This design comes from an exercise in tuning for small area and a short achievable clock period on the open sky130 flow, not from production work. At most, simulation tests tie the RTL to the original design; equivalence was not proved. No activity file was given, so power comes from the tool's default toggle rates.

## tanh9slices
module tanh9slices (
    input wire clk,
    input wire rst_n,
    input wire signed [15:0] x0_in,
    input wire signed [15:0] x1_in,
    input wire valid_in,
    output wire signed [15:0] y0_out,
    output wire signed [15:0] y1_out,
    output reg valid_out
);
    reg v1, v2;
    always @(posedge clk or negedge rst_n) begin
        if (!rst_n) begin
            v1 <= 1'b0; v2 <= 1'b0; valid_out <= 1'b0;
        end else begin
            v1 <= valid_in; v2 <= v1; valid_out <= v2;
        end
    end
    tanh9_lane lane0 (.clk(clk), .x(x0_in), .y(y0_out));
    tanh9_lane lane1 (.clk(clk), .x(x1_in), .y(y1_out));
endmodule
export LEC_CHECK = 0
export CAP_MARGIN = 20
export CORE_MARGIN = 2
export CORE_UTILIZATION = 40
export SLEW_MARGIN = 20
create_clock -name core_clock -period 8.0 [get_ports {clk}]
standard.sh (not shown) runs the stock make flow with config.mk's settings and CLKGATE_MAP_FILE= SYNTH_SCRIPT=/design/flow/synth_recipe.tcl, a recipe that flattens the netlist after the stock synthesis.
==> flow/flow/run.sh <==
#!/bin/bash
set -euo pipefail
mapfile -t KNOBS < <(grep -v '^\s*$' flow/knobs.txt)
bash standard.sh "${KNOBS[@]}" finish > flow_make.log 2>&1
==> flow/flow/knobs.txt <==
SETUP_SLACK_MARGIN=5.45
CTS_ARGS=-sink_clustering_enable -repair_clock_nets -buf_list sky130_fd_sc_hd__clkbuf_8 -dont_use_dummy_load
BUFFER_PORTS_ARGS=-buffer_cell sky130_fd_sc_hd__buf_1
Rerun with:
--- a/flow/design.v
+++ b/flow/design.v
@@ -3,18 +3,16 @@
     input  wire        clk,
     input  wire [15:0] x,
     output wire [15:0] y
 );
     wire        s_in = x[15];
     wire [14:0] ua   = x[14:0] ^ {15{s_in}};
     wire sat_in = ua[14] | ua[13] | (ua[12] & ua[11]);
-    wire c1 = (~x[9] & ~x[10]) | (~x[7] & ~x[10] & x[9] & ~x[8]) | (~x[5] & ~x[10] & x[9] & ~x[8] & x[7] & ~x[6]) | (~x[3] & ~x[10] & x[9] & ~x[8] & x[7] & ~x[6] & x[5] & ~x[4]) | (~x[1] & ~x[10] & x[9] & ~x[8] & x[7] & ~x[6] & x[5] & ~x[4] & x[3] & ~x[2]) | (~x[0] & ~x[10] & x[9] & ~x[8] & x[7] & ~x[6] & x[5] & ~x[4] & x[3] & ~x[2] & x[1]);
-    wire c2 = ~((~x[10]) | (~x[8] & x[10] & ~x[9]) | (~x[6] & x[10] & ~x[9] & x[8] & ~x[7]) | (~x[4] & x[10] & ~x[9] & x[8] & ~x[7] & x[6] & ~x[5]) | (~x[2] & x[10] & ~x[9] & x[8] & ~x[7] & x[6] & ~x[5] & x[4] & ~x[3]) | (~x[0] & x[10] & ~x[9] & x[8] & ~x[7] & x[6] & ~x[5] & x[4] & ~x[3] & x[2] & ~x[1]));
-    wire lo683  = s_in ? c2 : c1;
-    wire hi1365 = s_in ? c1 : c2;
+    wire lo683  = (ua[10:0] < 11'd683);
+    wire hi1365 = (~ua[10:0] < 11'd683);
     reg        s1_s, s1_sat, s1_h;
     reg [10:0] s1_u;
     reg        gA, gB, gC, gD, gE;
     always @(posedge clk) begin
         s1_s   <= s_in;
         s1_sat <= sat_in;
         s1_u   <= x[10:0];
=>
- routed wire length decreases by a few percent
- sequential power decreases slightly
- via count decreases by a few percent
- die area decreases slightly
- non-clock buffer count increases by 3
- cell count decreases slightly
- setup slack gets better by 4.7 ps
- first-iteration DRC count decreases by a few percent
- hold slack gets better by 7.9 ps
- final area decreases slightly
- synthesized area decreases slightly
- power decreases by a few percent
- maximum frequency stays flat
- utilization decreases by 0.26 points
No functional check of the RTL was part of the first run of this note.

run 1:
tanh9slices, a different RTL version from the one above (not shown whole).
For scale: about 130 flip-flops, about 68 I/O pins, about 8000 um^2 of cells after synthesis.
==> flow/config.mk <==
export PLATFORM = sky130hd
export DESIGN_NAME = tanh9slices
export DESIGN_NICKNAME = tanh9slices
export VERILOG_FILES = /design/flow/design.v
export SDC_FILE = /design/flow/constraint.sdc
export NUM_CORES = 4
export LEC_CHECK = 0
export CAP_MARGIN = 20
export CORE_MARGIN = 2
export CORE_UTILIZATION = 40
export SLEW_MARGIN = 20
==> flow/constraint.sdc <==
create_clock -name core_clock -period 8.0 [get_ports {clk}]
set_input_delay 1.6000 -clock core_clock [delete_from_list [all_inputs] [get_ports {clk}]]
set_output_delay 1.6000 -clock core_clock [all_outputs]
set_load 0.01 [all_outputs]
==> flow/flow/knobs.txt <==
SETUP_SLACK_MARGIN=5.5
CTS_ARGS=-sink_clustering_enable -repair_clock_nets -root_buf sky130_fd_sc_hd__clkbuf_16 -buf_list sky130_fd_sc_hd__clkbuf_8 -dont_use_dummy_load
BUFFER_PORTS_ARGS=-buffer_cell sky130_fd_sc_hd__buf_1
MATCH_CELL_FOOTPRINT=0
Scripts as last shown in full above: flow/flow/run.sh
Changes in run 2 relative to run 1:
--- a/flow/design.v
+++ b/flow/design.v
@@ -170,26 +170,26 @@
     wire c141 = (p75 & c107) | (p75 & s108) | (c107 & s108);
     wire s142 = p77 ^ p78 ^ c109;
     wire c143 = (p77 & p78) | (p77 & c109) | (p78 & c109);
     wire s144 = p80 ^ p81;
     wire c145 = p80 & p81;
     wire s146 = p82 ^ p83;
     wire s147 = c145 ^ s146;
     wire [21:0] ra = {s147, c143, c141, c139, c137, c135, c133, c131, c129, c127, c125, c123, c121, c119, c117, c115, c113, c111, p9, p5, p4, p1};
     wire [21:0] rb = {1'b0, s144, s142, s140, s138, s136, s134, s132, s130, s128, s126, s124, s122, s120, s118, s116, s114, s112, s110, 1'b0, 1'b0, p2};
-    wire [6:0] lo = {1'b0, ra[5:0]} + {1'b0, rb[5:0]};
+    wire [5:0] lo = {1'b0, ra[4:0]} + {1'b0, rb[4:0]};
     reg        s2_s, s2_c;
-    reg [21:6] s2_a, s2_b;
+    reg [21:5] s2_a, s2_b;
     always @(posedge clk) begin
-        s2_s <= s; s2_c <= lo[6]; s2_a <= ra[21:6]; s2_b <= rb[21:6];
-    end
-    wire [5:0] mid = {1'b0, s2_a[10:6]} + {1'b0, s2_b[10:6]} + {5'd0, s2_c};
-    wire [10:0] r = s2_a[21:11] + s2_b[21:11] + {10'd0, mid[5]};
+        s2_s <= s; s2_c <= lo[5]; s2_a <= ra[21:5]; s2_b <= rb[21:5];
+    end
+    wire [21:5] sum = s2_a + s2_b + {16'd0, s2_c};
+    wire [10:0] r = sum[21:11];
     reg        s3_s;
     reg [10:0] s3_y;
     always @(posedge clk) begin
         s3_s <= s2_s;
         s3_y <= r;
     end
     assign y = {{5{s3_s}}, s3_y};
 endmodule
 module tanh9slices (
Notes after the runs:
Summary of run 2 over run 1: maximum number of pins on one net before global-route repair shows an increase of 1, net count after synthesis moved down.
Delta (run 2 minus run 1): first-pass GRT wire length level, synthesized cell count moved down, utilization moved down, pin slew with the least headroom to its limit moved up, flip-flop and latch count moved up.
Comparing run 2 against run 1, there is no change at all in I/O pin count.
Area growth from synthesis to final layout is higher on run 1
Run 2 vs run 1, largest family of logic cells by synthesized area: compound AO/OA/AOI/OAI gates vs adder cells
Changes observed in run 2 relative to run 1: power density normalized to cell area saw an increase; critical path data required time saw a decrease.
The part of the power in the clock network was comparable across run 1 and run 2.
Function was not checked in any run of this note: the RTL went through the layout flow alone.

[static timing again, ports no longer ideal]
No port has a modelled driver above. Below, the same layouts with a new extraction and two added sets of constraints. Step 1 sets driving cells, clkbuf_16 on the clock port and buf_2 on the other inputs (assumed; they add their load-dependent delay and slew). Step 2 moves the port delays by t, midway between the first and last clock arrival at a register: inputs arrive t later, outputs are due t later. That takes back most of the time a late clock gives input paths. Slacks: ideal / step 1 / step 2; pairs: ideal / step 1.
run | t (ns) | setup slack, ns | worst setup path at the end | clock arrival spread, ns | worst data-port slew with drivers (ns)
the first run of note 1 | 0.469 | 5.463 / 5.423 / 5.183 | input to register | 0.025 / 0.025 | 0.05
the second run of note 1 | 0.461 | 5.468 / 5.430 / 5.198 | input to register | 0.030 / 0.030 | 0.04
run 1 | 0.403 | 4.906 / 4.906 / 4.906 | register to register | 0.027 / 0.027 | 0.04
run 2 | 0.398 | 5.463 / 5.473 / 5.075 | input to register | 0.020 / 0.020 | 0.04
After both steps setup and hold are still met in every run listed. The setup slack of run 2, which loses most, moves by +0.010 ns with the drivers and by -0.388 ns with both steps.
